Background: an optimization exercise with open tools, aiming at small area and a short achievable clock period. Do not read the settings as production practice. At most, simulation tests tie the RTL to the original design; equivalence was not proved. The clock input has no modelled driver; a real chip could not lean on it and would need a root buffer or a full tree.

==> inputs of build 87 <==
// fibonacci
module fibonacci(clk, rstn, val);
input clk;
input rstn;
output [31:0] val;
reg [15:0] pl;
reg [15:1] vl;
reg vl0_n;
reg [15:0] vh, ph;
reg c, f_n;
wire [15:0] lo;   
wire lo_c;
wire [15:0] hi;
wire hi_c;
fib_add_lo u_lo (.a({vl, vl0_n}), .b(pl), .ci(f_n), .s(lo), .co(lo_c));
fib_add_hi u_hi (.a(vh), .b(ph), .ci(c), .s(hi), .co(hi_c));
assign val = {vh, pl};
always @(posedge clk or negedge rstn)
begin
    if (!rstn) begin
        pl    <= 16'd0;
        vl    <= 15'd0;
        vl0_n <= 1'b0;
        vh    <= 16'd0;
        ph    <= 16'd0;
        c     <= 1'b0;
        f_n   <= 1'b0;
    end else begin
        vl    <= lo[15:1];
        vl0_n <= lo[0];
        c     <= lo_c;
        pl    <= {vl, ~vl0_n};
        vh    <= hi;
        ph    <= vh;
        f_n   <= 1'b1;
    end
end
endmodule
==> flow/config.mk <==
export PLATFORM = sky130hd
export DESIGN_NAME = fibonacci
export DESIGN_NICKNAME = fibonacci
export VERILOG_FILES = /design/flow/design.v
export SDC_FILE = /design/flow/constraint.sdc
export NUM_CORES = 4
export LEC_CHECK = 0
export CAP_MARGIN = 20
export CORE_MARGIN = 2
export CORE_UTILIZATION = 40
export SETUP_SLACK_MARGIN = 3.3
export SLEW_MARGIN = 20
export SYNTH_HIERARCHICAL = 1
==> flow/constraint.sdc <==
create_clock -name core_clock -period 5.0 [get_ports {clk}]
set_input_delay 1.0000 -clock core_clock [delete_from_list [all_inputs] [get_ports {clk}]]
set_output_delay 1.0000 -clock core_clock [all_outputs]
set_load 0.01 [all_outputs]
standard.sh (not shown) runs the stock make flow with config.mk's settings and CLKGATE_MAP_FILE= SYNTH_SCRIPT=/design/flow/synth_recipe.tcl, a recipe that flattens the netlist after the stock synthesis.
==> flow/flow/run.sh <==
#!/bin/bash
# Own layout flow: the standard ORFS flow (standard.sh, with the standard
# synthesis), with these changes:
#  - ports get the small buffer buf_1 (timing repair may size it up);
#  - timing repair only sizes cells up and swaps pins (SETUP_MOVE_SEQUENCE);
#  - after floorplan, logic cells start at their smallest size (downsize.tcl),
#    so that timing repair sizes up only what needs it;
#  - after CTS, the clock tree is replaced with a flat one (clock.tcl): the
#    clock port drives a few clock buffers, each driving a group of flip-flops.
# ORFS writes each step's full log under orfs/logs/; make's own output goes to
# flow_make.log in the work folder.
set -euo pipefail
cd "$(dirname "$0")/.."
W=$PWD
export CLK_PORT=clk
export CLK_NBUF=${CLK_NBUF:-4}
export CLK_BUF=${CLK_BUF:-sky130_fd_sc_hd__clkbuf_16}
# timing repair only resizes cells and swaps pins: no new buffers
SEQ=${SEQ:-sizeup,swap}
bash standard.sh \
  "BUFFER_PORTS_ARGS=-buffer_cell sky130_fd_sc_hd__buf_1" \
  "CTS_ARGS=-sink_clustering_enable -repair_clock_nets -dont_use_dummy_load" \
  "POST_FLOORPLAN_TCL=$W/flow/downsize.tcl" \
  "POST_CTS_TCL=$W/flow/clock.tcl" \
  "SETUP_MOVE_SEQUENCE=$SEQ" \
  finish > flow_make.log 2>&1
Other scripts of this flow, unchanged in this note and not shown: flow/flow/clock.tcl, flow/flow/downsize.tcl
==> trial 85 (differences from build 87) <==
==> flow/design.v (replaced) <==
    module fibonacci(clk, rstn, val);
    input clk;
    input rstn;
    output [31:0] val;
    reg [15:0] pl, vl;
    reg [15:0] vh, ph;
    reg c, f;
    wire [15:0] lo;
    wire lo_c;
    wire [15:0] hi;
    wire hi_c;
    fib_add_lo u_lo (.a(vl), .b(pl), .ci(f), .s(lo), .co(lo_c));
    fib_add_lo u_hi (.a(vh), .b(ph), .ci(c), .s(hi), .co(hi_c));
    assign val = {vh, pl};
    always @(posedge clk or negedge rstn)
    begin
        if (!rstn) begin
            pl <= 16'd0;
            vl <= 16'd1;
            vh <= 16'd0;
            ph <= 16'd0;
            c  <= 1'b0;
            f  <= 1'b1;
        end else begin
            vl <= lo;
            c  <= lo_c;
            pl <= vl;
            vh <= hi;
            ph <= vh;
            f  <= 1'b0;
        end
    end
    endmodule
module fib_add_lo(a, b, ci, s, co);
    input [15:0] a, b;
    input ci;
    output [15:0] s;
    output co;
    wire w1, w2, w3, w4, w5, w6, w7, w8, w9, w10, w11, w12, w13, w14, w15, w16, w17, w18, w19, w20, w21, w22, w23, w24, w25, w26, w27, w28, w29, w30, w31, w32, w33, w34, w35, w36, w37, w38, w39, w40, w41, w42, w43, w44, w45, w46, w47, w48, w49, w50, w51, w52, w53, w54, w55, w56, w57, w58, w59, w60, w61, w62, w63, w64, w65, w66, w67, w68, w69, w70, w71, w72, w73, w74, w75, w76, w77, w78, w79, w80, w81, w82, w83, w84, w85, w86, w87, w88, w89, w90, w91, w92;
    fib_nand2 g1 (.a(a[0]), .b(b[0]), .y(w1));
    fib_nor2 g2 (.a(a[0]), .b(b[0]), .y(w2));
    fib_xor2 g3 (.a(a[0]), .b(b[0]), .y(w3));
    fib_nand2 g4 (.a(a[1]), .b(b[1]), .y(w4));
    fib_nor2 g5 (.a(a[1]), .b(b[1]), .y(w5));
    fib_xor2 g6 (.a(a[1]), .b(b[1]), .y(w6));
    fib_nand2 g7 (.a(a[2]), .b(b[2]), .y(w7));
    fib_nor2 g8 (.a(a[2]), .b(b[2]), .y(w8));
    fib_xor2 g9 (.a(a[2]), .b(b[2]), .y(w9));
    fib_nand2 g10 (.a(a[3]), .b(b[3]), .y(w10));
    fib_nor2 g11 (.a(a[3]), .b(b[3]), .y(w11));
    fib_xor2 g12 (.a(a[3]), .b(b[3]), .y(w12));
    fib_nand2 g13 (.a(a[4]), .b(b[4]), .y(w13));
    fib_nor2 g14 (.a(a[4]), .b(b[4]), .y(w14));
    fib_xor2 g15 (.a(a[4]), .b(b[4]), .y(w15));
    fib_nand2 g16 (.a(a[5]), .b(b[5]), .y(w16));
    fib_nor2 g17 (.a(a[5]), .b(b[5]), .y(w17));
    fib_xor2 g18 (.a(a[5]), .b(b[5]), .y(w18));
    fib_nand2 g19 (.a(a[6]), .b(b[6]), .y(w19));
    fib_nor2 g20 (.a(a[6]), .b(b[6]), .y(w20));
    fib_xor2 g21 (.a(a[6]), .b(b[6]), .y(w21));
    fib_nand2 g22 (.a(a[7]), .b(b[7]), .y(w22));
    fib_nor2 g23 (.a(a[7]), .b(b[7]), .y(w23));
    fib_xor2 g24 (.a(a[7]), .b(b[7]), .y(w24));
    fib_nand2 g25 (.a(a[8]), .b(b[8]), .y(w25));
    fib_nor2 g26 (.a(a[8]), .b(b[8]), .y(w26));
    fib_xor2 g27 (.a(a[8]), .b(b[8]), .y(w27));
    fib_nand2 g28 (.a(a[9]), .b(b[9]), .y(w28));
    fib_nor2 g29 (.a(a[9]), .b(b[9]), .y(w29));
    fib_xor2 g30 (.a(a[9]), .b(b[9]), .y(w30));
    fib_nand2 g31 (.a(a[10]), .b(b[10]), .y(w31));
    fib_nor2 g32 (.a(a[10]), .b(b[10]), .y(w32));
    fib_xor2 g33 (.a(a[10]), .b(b[10]), .y(w33));
    fib_nand2 g34 (.a(a[11]), .b(b[11]), .y(w34));
    fib_nor2 g35 (.a(a[11]), .b(b[11]), .y(w35));
    fib_xor2 g36 (.a(a[11]), .b(b[11]), .y(w36));
    fib_nand2 g37 (.a(a[12]), .b(b[12]), .y(w37));
    fib_nor2 g38 (.a(a[12]), .b(b[12]), .y(w38));
    fib_xor2 g39 (.a(a[12]), .b(b[12]), .y(w39));
    fib_nand2 g40 (.a(a[13]), .b(b[13]), .y(w40));
    fib_nor2 g41 (.a(a[13]), .b(b[13]), .y(w41));
    fib_xor2 g42 (.a(a[13]), .b(b[13]), .y(w42));
    fib_nand2 g43 (.a(a[14]), .b(b[14]), .y(w43));
    fib_nor2 g44 (.a(a[14]), .b(b[14]), .y(w44));
    fib_xor2 g45 (.a(a[14]), .b(b[14]), .y(w45));
    fib_nand2 g46 (.a(a[15]), .b(b[15]), .y(w46));
    fib_nor2 g47 (.a(a[15]), .b(b[15]), .y(w47));
    fib_xor2 g48 (.a(a[15]), .b(b[15]), .y(w48));
    fib_inv g49 (.a(ci), .y(w49));
    fib_oai21 g50 (.a(w2), .b(w49), .c(w1), .y(w50));
    fib_oai21 g51 (.a(w8), .b(w4), .c(w7), .y(w51));
    fib_nor2 g52 (.a(w8), .b(w5), .y(w52));
    fib_oai21 g53 (.a(w14), .b(w10), .c(w13), .y(w53));
    fib_nor2 g54 (.a(w14), .b(w11), .y(w54));
    fib_oai21 g55 (.a(w20), .b(w16), .c(w19), .y(w55));
    fib_nor2 g56 (.a(w20), .b(w17), .y(w56));
    fib_oai21 g57 (.a(w26), .b(w22), .c(w25), .y(w57));
    fib_nor2 g58 (.a(w26), .b(w23), .y(w58));
    fib_oai21 g59 (.a(w32), .b(w28), .c(w31), .y(w59));
    fib_nor2 g60 (.a(w32), .b(w29), .y(w60));
    fib_oai21 g61 (.a(w38), .b(w34), .c(w37), .y(w61));
    fib_nor2 g62 (.a(w38), .b(w35), .y(w62));
    fib_oai21 g63 (.a(w44), .b(w40), .c(w43), .y(w63));
    fib_nor2 g64 (.a(w44), .b(w41), .y(w64));
    fib_aoi21 g65 (.a(w52), .b(w50), .c(w51), .y(w65));
    fib_aoi21 g66 (.a(w56), .b(w53), .c(w55), .y(w66));
    fib_nand2 g67 (.a(w56), .b(w54), .y(w67));
    fib_aoi21 g68 (.a(w60), .b(w57), .c(w59), .y(w68));
    fib_nand2 g69 (.a(w60), .b(w58), .y(w69));
    fib_aoi21 g70 (.a(w64), .b(w61), .c(w63), .y(w70));
    fib_nand2 g71 (.a(w64), .b(w62), .y(w71));
    fib_oai21 g72 (.a(w67), .b(w65), .c(w66), .y(w72));
    fib_oai21 g73 (.a(w71), .b(w68), .c(w70), .y(w73));
    fib_nor2 g74 (.a(w71), .b(w69), .y(w74));
    fib_aoi21 g75 (.a(w74), .b(w72), .c(w73), .y(w75));
    fib_inv g76 (.a(w72), .y(w76));
    fib_oai21 g77 (.a(w69), .b(w76), .c(w68), .y(w77));
    fib_inv g78 (.a(w65), .y(w78));
    fib_aoi21 g79 (.a(w54), .b(w78), .c(w53), .y(w79));
    fib_aoi21 g80 (.a(w58), .b(w72), .c(w57), .y(w80));
    fib_aoi21 g81 (.a(w62), .b(w77), .c(w61), .y(w81));
    fib_inv g82 (.a(w50), .y(w82));
    fib_oai21 g83 (.a(w5), .b(w82), .c(w4), .y(w83));
    fib_oai21 g84 (.a(w11), .b(w65), .c(w10), .y(w84));
    fib_oai21 g85 (.a(w17), .b(w79), .c(w16), .y(w85));
    fib_inv g86 (.a(w72), .y(w86));
    fib_oai21 g87 (.a(w23), .b(w86), .c(w22), .y(w87));
    fib_oai21 g88 (.a(w29), .b(w80), .c(w28), .y(w88));
    fib_inv g89 (.a(w77), .y(w89));
    fib_oai21 g90 (.a(w35), .b(w89), .c(w34), .y(w90));
    fib_oai21 g91 (.a(w41), .b(w81), .c(w40), .y(w91));
    fib_oai21 g92 (.a(w47), .b(w75), .c(w46), .y(w92));
    fib_xor2 g93 (.a(w3), .b(ci), .y(s[0]));
    fib_xor2 g94 (.a(w6), .b(w50), .y(s[1]));
    fib_xor2 g95 (.a(w9), .b(w83), .y(s[2]));
    fib_xnor2 g96 (.a(w12), .b(w65), .y(s[3]));
    fib_xor2 g97 (.a(w15), .b(w84), .y(s[4]));
    fib_xnor2 g98 (.a(w18), .b(w79), .y(s[5]));
    fib_xor2 g99 (.a(w21), .b(w85), .y(s[6]));
    fib_xor2 g100 (.a(w24), .b(w72), .y(s[7]));
    fib_xor2 g101 (.a(w27), .b(w87), .y(s[8]));
    fib_xnor2 g102 (.a(w30), .b(w80), .y(s[9]));
    fib_xor2 g103 (.a(w33), .b(w88), .y(s[10]));
    fib_xor2 g104 (.a(w36), .b(w77), .y(s[11]));
    fib_xor2 g105 (.a(w39), .b(w90), .y(s[12]));
    fib_xnor2 g106 (.a(w42), .b(w81), .y(s[13]));
    fib_xor2 g107 (.a(w45), .b(w91), .y(s[14]));
    fib_xnor2 g108 (.a(w48), .b(w75), .y(s[15]));
    assign co = w92;
endmodule
module fib_inv(a, y);
    input a;
    output y;
    assign y = ~a;
endmodule
module fib_nand2(a, b, y);
    input a, b;
    output y;
    assign y = ~(a & b);
endmodule
module fib_nor2(a, b, y);
    input a, b;
    output y;
    assign y = ~(a | b);
endmodule
module fib_xor2(a, b, y);
    input a, b;
    output y;
    assign y = a ^ b;
endmodule
module fib_xnor2(a, b, y);
    input a, b;
    output y;
    assign y = ~(a ^ b);
endmodule
module fib_nand2b(a, b, y);
    input a, b;
    output y;
    assign y = ~(~a & b);
endmodule
module fib_nor2b(a, b, y);
    input a, b;
    output y;
    assign y = ~(a | ~b);
endmodule
module fib_aoi21(a, b, c, y);
    input a, b, c;
    output y;
    assign y = ~((a & b) | c);
endmodule
module fib_oai21(a, b, c, y);
    input a, b, c;
    output y;
    assign y = ~((a | b) & c);
endmodule
==> build 67 (differences from build 87) <==
--- a/flow/design.v
+++ b/flow/design.v
@@ -40,58 +40,58 @@
     input ci;
     output [15:0] s;
     output co;
     wire w1, w2, w3, w4, w5, w6, w7, w8, w9, w10, w11, w12, w13, w14, w15, w16, w17, w18, w19, w20, w21, w22, w23, w24, w25, w26, w27, w28, w29, w30, w31, w32, w33, w34, w35, w36, w37, w38, w39, w40, w41, w42, w43, w44, w45, w46, w47, w48, w49, w50, w51, w52, w53, w54, w55, w56, w57, w58, w59, w60, w61, w62, w63, w64, w65, w66, w67, w68, w69, w70, w71, w72, w73, w74, w75, w76, w77, w78, w79, w80, w81, w82, w83, w84, w85, w86, w87, w88, w89, w90, w91;
     fib_nand2b g1 (.a(a[0]), .b(b[0]), .y(w1));
     fib_nor2b g2 (.a(b[0]), .b(a[0]), .y(w2));
-    fib_xnor2 g3 (.a(a[0]), .b(b[0]), .y(w3));
+    fib_nor2b g3 (.a(w2), .b(w1), .y(w3));
     fib_nand2 g4 (.a(a[1]), .b(b[1]), .y(w4));
     fib_nor2 g5 (.a(a[1]), .b(b[1]), .y(w5));
-    fib_xor2 g6 (.a(a[1]), .b(b[1]), .y(w6));
+    fib_nor2b g6 (.a(w5), .b(w4), .y(w6));
     fib_nand2 g7 (.a(a[2]), .b(b[2]), .y(w7));
     fib_nor2 g8 (.a(a[2]), .b(b[2]), .y(w8));
-    fib_xor2 g9 (.a(a[2]), .b(b[2]), .y(w9));
+    fib_nor2b g9 (.a(w8), .b(w7), .y(w9));
     fib_nand2 g10 (.a(a[3]), .b(b[3]), .y(w10));
     fib_nor2 g11 (.a(a[3]), .b(b[3]), .y(w11));
-    fib_xor2 g12 (.a(a[3]), .b(b[3]), .y(w12));
+    fib_nor2b g12 (.a(w11), .b(w10), .y(w12));
     fib_nand2 g13 (.a(a[4]), .b(b[4]), .y(w13));
     fib_nor2 g14 (.a(a[4]), .b(b[4]), .y(w14));
-    fib_xor2 g15 (.a(a[4]), .b(b[4]), .y(w15));
+    fib_nor2b g15 (.a(w14), .b(w13), .y(w15));
     fib_nand2 g16 (.a(a[5]), .b(b[5]), .y(w16));
     fib_nor2 g17 (.a(a[5]), .b(b[5]), .y(w17));
-    fib_xor2 g18 (.a(a[5]), .b(b[5]), .y(w18));
+    fib_nor2b g18 (.a(w17), .b(w16), .y(w18));
     fib_nand2 g19 (.a(a[6]), .b(b[6]), .y(w19));
     fib_nor2 g20 (.a(a[6]), .b(b[6]), .y(w20));
-    fib_xor2 g21 (.a(a[6]), .b(b[6]), .y(w21));
+    fib_nor2b g21 (.a(w20), .b(w19), .y(w21));
     fib_nand2 g22 (.a(a[7]), .b(b[7]), .y(w22));
     fib_nor2 g23 (.a(a[7]), .b(b[7]), .y(w23));
-    fib_xor2 g24 (.a(a[7]), .b(b[7]), .y(w24));
+    fib_nor2b g24 (.a(w23), .b(w22), .y(w24));
     fib_nand2 g25 (.a(a[8]), .b(b[8]), .y(w25));
     fib_nor2 g26 (.a(a[8]), .b(b[8]), .y(w26));
-    fib_xor2 g27 (.a(a[8]), .b(b[8]), .y(w27));
+    fib_nor2b g27 (.a(w26), .b(w25), .y(w27));
     fib_nand2 g28 (.a(a[9]), .b(b[9]), .y(w28));
     fib_nor2 g29 (.a(a[9]), .b(b[9]), .y(w29));
-    fib_xor2 g30 (.a(a[9]), .b(b[9]), .y(w30));
+    fib_nor2b g30 (.a(w29), .b(w28), .y(w30));
     fib_nand2 g31 (.a(a[10]), .b(b[10]), .y(w31));
     fib_nor2 g32 (.a(a[10]), .b(b[10]), .y(w32));
-    fib_xor2 g33 (.a(a[10]), .b(b[10]), .y(w33));
+    fib_nor2b g33 (.a(w32), .b(w31), .y(w33));
     fib_nand2 g34 (.a(a[11]), .b(b[11]), .y(w34));
     fib_nor2 g35 (.a(a[11]), .b(b[11]), .y(w35));
-    fib_xor2 g36 (.a(a[11]), .b(b[11]), .y(w36));
+    fib_nor2b g36 (.a(w35), .b(w34), .y(w36));
     fib_nand2 g37 (.a(a[12]), .b(b[12]), .y(w37));
     fib_nor2 g38 (.a(a[12]), .b(b[12]), .y(w38));
-    fib_xor2 g39 (.a(a[12]), .b(b[12]), .y(w39));
+    fib_nor2b g39 (.a(w38), .b(w37), .y(w39));
     fib_nand2 g40 (.a(a[13]), .b(b[13]), .y(w40));
     fib_nor2 g41 (.a(a[13]), .b(b[13]), .y(w41));
-    fib_xor2 g42 (.a(a[13]), .b(b[13]), .y(w42));
+    fib_nor2b g42 (.a(w41), .b(w40), .y(w42));
     fib_nand2 g43 (.a(a[14]), .b(b[14]), .y(w43));
     fib_nor2 g44 (.a(a[14]), .b(b[14]), .y(w44));
-    fib_xor2 g45 (.a(a[14]), .b(b[14]), .y(w45));
+    fib_nor2b g45 (.a(w44), .b(w43), .y(w45));
     fib_nand2 g46 (.a(a[15]), .b(b[15]), .y(w46));
     fib_nor2 g47 (.a(a[15]), .b(b[15]), .y(w47));
-    fib_xor2 g48 (.a(a[15]), .b(b[15]), .y(w48));
+    fib_nor2b g48 (.a(w47), .b(w46), .y(w48));
     fib_oai21 g49 (.a(w2), .b(ci), .c(w1), .y(w49));
     fib_oai21 g50 (.a(w8), .b(w4), .c(w7), .y(w50));
     fib_nor2 g51 (.a(w8), .b(w5), .y(w51));
     fib_oai21 g52 (.a(w14), .b(w10), .c(w13), .y(w52));
     fib_nor2 g53 (.a(w14), .b(w11), .y(w53));
     fib_oai21 g54 (.a(w20), .b(w16), .c(w19), .y(w54));
@@ -155,58 +155,58 @@
     input ci;
     output [15:0] s;
     output co;
     wire w1, w2, w3, w4, w5, w6, w7, w8, w9, w10, w11, w12, w13, w14, w15, w16, w17, w18, w19, w20, w21, w22, w23, w24, w25, w26, w27, w28, w29, w30, w31, w32, w33, w34, w35, w36, w37, w38, w39, w40, w41, w42, w43, w44, w45, w46, w47, w48, w49, w50, w51, w52, w53, w54, w55, w56, w57, w58, w59, w60, w61, w62, w63, w64, w65, w66, w67, w68, w69, w70, w71, w72, w73, w74, w75, w76, w77, w78, w79, w80, w81, w82, w83, w84, w85, w86, w87, w88, w89, w90, w91, w92;
     fib_nand2 g1 (.a(a[0]), .b(b[0]), .y(w1));
     fib_nor2 g2 (.a(a[0]), .b(b[0]), .y(w2));
-    fib_xor2 g3 (.a(a[0]), .b(b[0]), .y(w3));
+    fib_nor2b g3 (.a(w2), .b(w1), .y(w3));
     fib_nand2 g4 (.a(a[1]), .b(b[1]), .y(w4));
     fib_nor2 g5 (.a(a[1]), .b(b[1]), .y(w5));
-    fib_xor2 g6 (.a(a[1]), .b(b[1]), .y(w6));
+    fib_nor2b g6 (.a(w5), .b(w4), .y(w6));
     fib_nand2 g7 (.a(a[2]), .b(b[2]), .y(w7));
     fib_nor2 g8 (.a(a[2]), .b(b[2]), .y(w8));
-    fib_xor2 g9 (.a(a[2]), .b(b[2]), .y(w9));
+    fib_nor2b g9 (.a(w8), .b(w7), .y(w9));
     fib_nand2 g10 (.a(a[3]), .b(b[3]), .y(w10));
     fib_nor2 g11 (.a(a[3]), .b(b[3]), .y(w11));
-    fib_xor2 g12 (.a(a[3]), .b(b[3]), .y(w12));
+    fib_nor2b g12 (.a(w11), .b(w10), .y(w12));
     fib_nand2 g13 (.a(a[4]), .b(b[4]), .y(w13));
     fib_nor2 g14 (.a(a[4]), .b(b[4]), .y(w14));
-    fib_xor2 g15 (.a(a[4]), .b(b[4]), .y(w15));
+    fib_nor2b g15 (.a(w14), .b(w13), .y(w15));
     fib_nand2 g16 (.a(a[5]), .b(b[5]), .y(w16));
     fib_nor2 g17 (.a(a[5]), .b(b[5]), .y(w17));
-    fib_xor2 g18 (.a(a[5]), .b(b[5]), .y(w18));
+    fib_nor2b g18 (.a(w17), .b(w16), .y(w18));
     fib_nand2 g19 (.a(a[6]), .b(b[6]), .y(w19));
     fib_nor2 g20 (.a(a[6]), .b(b[6]), .y(w20));
-    fib_xor2 g21 (.a(a[6]), .b(b[6]), .y(w21));
+    fib_nor2b g21 (.a(w20), .b(w19), .y(w21));
     fib_nand2 g22 (.a(a[7]), .b(b[7]), .y(w22));
     fib_nor2 g23 (.a(a[7]), .b(b[7]), .y(w23));
-    fib_xor2 g24 (.a(a[7]), .b(b[7]), .y(w24));
+    fib_nor2b g24 (.a(w23), .b(w22), .y(w24));
     fib_nand2 g25 (.a(a[8]), .b(b[8]), .y(w25));
     fib_nor2 g26 (.a(a[8]), .b(b[8]), .y(w26));
-    fib_xor2 g27 (.a(a[8]), .b(b[8]), .y(w27));
+    fib_nor2b g27 (.a(w26), .b(w25), .y(w27));
     fib_nand2 g28 (.a(a[9]), .b(b[9]), .y(w28));
     fib_nor2 g29 (.a(a[9]), .b(b[9]), .y(w29));
-    fib_xor2 g30 (.a(a[9]), .b(b[9]), .y(w30));
+    fib_nor2b g30 (.a(w29), .b(w28), .y(w30));
     fib_nand2 g31 (.a(a[10]), .b(b[10]), .y(w31));
     fib_nor2 g32 (.a(a[10]), .b(b[10]), .y(w32));
-    fib_xor2 g33 (.a(a[10]), .b(b[10]), .y(w33));
+    fib_nor2b g33 (.a(w32), .b(w31), .y(w33));
     fib_nand2 g34 (.a(a[11]), .b(b[11]), .y(w34));
     fib_nor2 g35 (.a(a[11]), .b(b[11]), .y(w35));
-    fib_xor2 g36 (.a(a[11]), .b(b[11]), .y(w36));
+    fib_nor2b g36 (.a(w35), .b(w34), .y(w36));
     fib_nand2 g37 (.a(a[12]), .b(b[12]), .y(w37));
     fib_nor2 g38 (.a(a[12]), .b(b[12]), .y(w38));
-    fib_xor2 g39 (.a(a[12]), .b(b[12]), .y(w39));
+    fib_nor2b g39 (.a(w38), .b(w37), .y(w39));
     fib_nand2 g40 (.a(a[13]), .b(b[13]), .y(w40));
     fib_nor2 g41 (.a(a[13]), .b(b[13]), .y(w41));
-    fib_xor2 g42 (.a(a[13]), .b(b[13]), .y(w42));
+    fib_nor2b g42 (.a(w41), .b(w40), .y(w42));
     fib_nand2 g43 (.a(a[14]), .b(b[14]), .y(w43));
     fib_nor2 g44 (.a(a[14]), .b(b[14]), .y(w44));
-    fib_xor2 g45 (.a(a[14]), .b(b[14]), .y(w45));
+    fib_nor2b g45 (.a(w44), .b(w43), .y(w45));
     fib_nand2 g46 (.a(a[15]), .b(b[15]), .y(w46));
     fib_nor2 g47 (.a(a[15]), .b(b[15]), .y(w47));
-    fib_xor2 g48 (.a(a[15]), .b(b[15]), .y(w48));
+    fib_nor2b g48 (.a(w47), .b(w46), .y(w48));
     fib_inv g49 (.a(ci), .y(w49));
     fib_oai21 g50 (.a(w2), .b(w49), .c(w1), .y(w50));
     fib_oai21 g51 (.a(w8), .b(w4), .c(w7), .y(w51));
     fib_nor2 g52 (.a(w8), .b(w5), .y(w52));
     fib_oai21 g53 (.a(w14), .b(w10), .c(w13), .y(w53));
     fib_nor2 g54 (.a(w14), .b(w11), .y(w54));
==> comparison table <==
| quantity | trial 85 | build 67 | build 87 |
|---|---|---|---|
| Result of the run | finished clean | finished clean | finished clean |
| Reg-to-Reg Start | vl[0] | vl0_n | vl0_n |
| Hold Slack | 421 ps | 401 ps | 423 ps |
| Final cell count without fillers | 417 | 422 | 417 |
| Worst-case register-to-register setup slack | 3150 ps | 3280 ps | 3280 ps |
| Worst path max stage delay | 570 ps | 390 ps | 430 ps |
| Area of combinational cells with multiple inputs | 1290 um2 | 1230 um2 | 1300 um2 |
| Finished Core Util | 49.0% | 44.4% | 49.3% |
| Smallest setup slack after layout | 3150 ps | 3280 ps | 3260 ps |
| Final nets | 322 | 324 | 322 |
| Overall Global Routing Usage | 12.7% | 11.6% | 13.0% |
| Leading cell type in the layout, fill and taps excluded | sky130_fd_sc_hd__xor2_1 | sky130_fd_sc_hd__dfrtp_1 | sky130_fd_sc_hd__dfrtp_1 |
| WP depth | 9 | 9 | 1 |
| Worst setup slack before clock tree synthesis | 2390 ps | 2420 ps | 2440 ps |
| Endpoint required time on the critical path | 5060 ps | 5070 ps | 4000 ps |
| Die outline area | 7960 um2 | 8420 um2 | 7980 um2 |
| Area growth, synth to finish | 20.4% | 9.50% | 20.7% |
| Number of fill cells in the layout | 690 | 751 | 679 |
| Crit path capture | vl[14] | vl[14] | val[30] |
Only the layout flow was run in trial 85 and build 67; the RTL was not checked for function there. In every run of this note, the design's own scripts or RTL, not TritonCTS, make the clock network.

-- static timing again, ports no longer ideal --
The flow's constraints put no driver on any port. The routed layouts listed below were extracted and timed again, unchanged, in two steps.
Step 1, drivers: a clkbuf_16 drives clk and a buf_2 each remaining input, both assumed.
Step 2 times the ports against the registers' clock, not the clock port: input delays grow and output delays shrink by t, the midpoint of the rising clock arrivals with the driver on.
Three values: ideal ports, drivers, drivers and shift; two values: the first two.
run	shift t [ns]	setup slack, ns	hold WS [ns]	worst register clock-pin slew, ns	worst slew at a driven data input, ns
build 87	0.209	3.262 / 3.188 / 3.280	0.423 / 0.423 / 0.423	0.07 / 0.07	0.03
trial 85	0.209	3.151 / 3.151 / 3.151	0.421 / 0.421 / 0.421	0.07 / 0.07	0.03
build 67	0.208	3.279 / 3.210 / 3.279	0.401 / 0.401 / 0.401	0.07 / 0.07	0.04
After both steps every run listed still meets setup and hold.
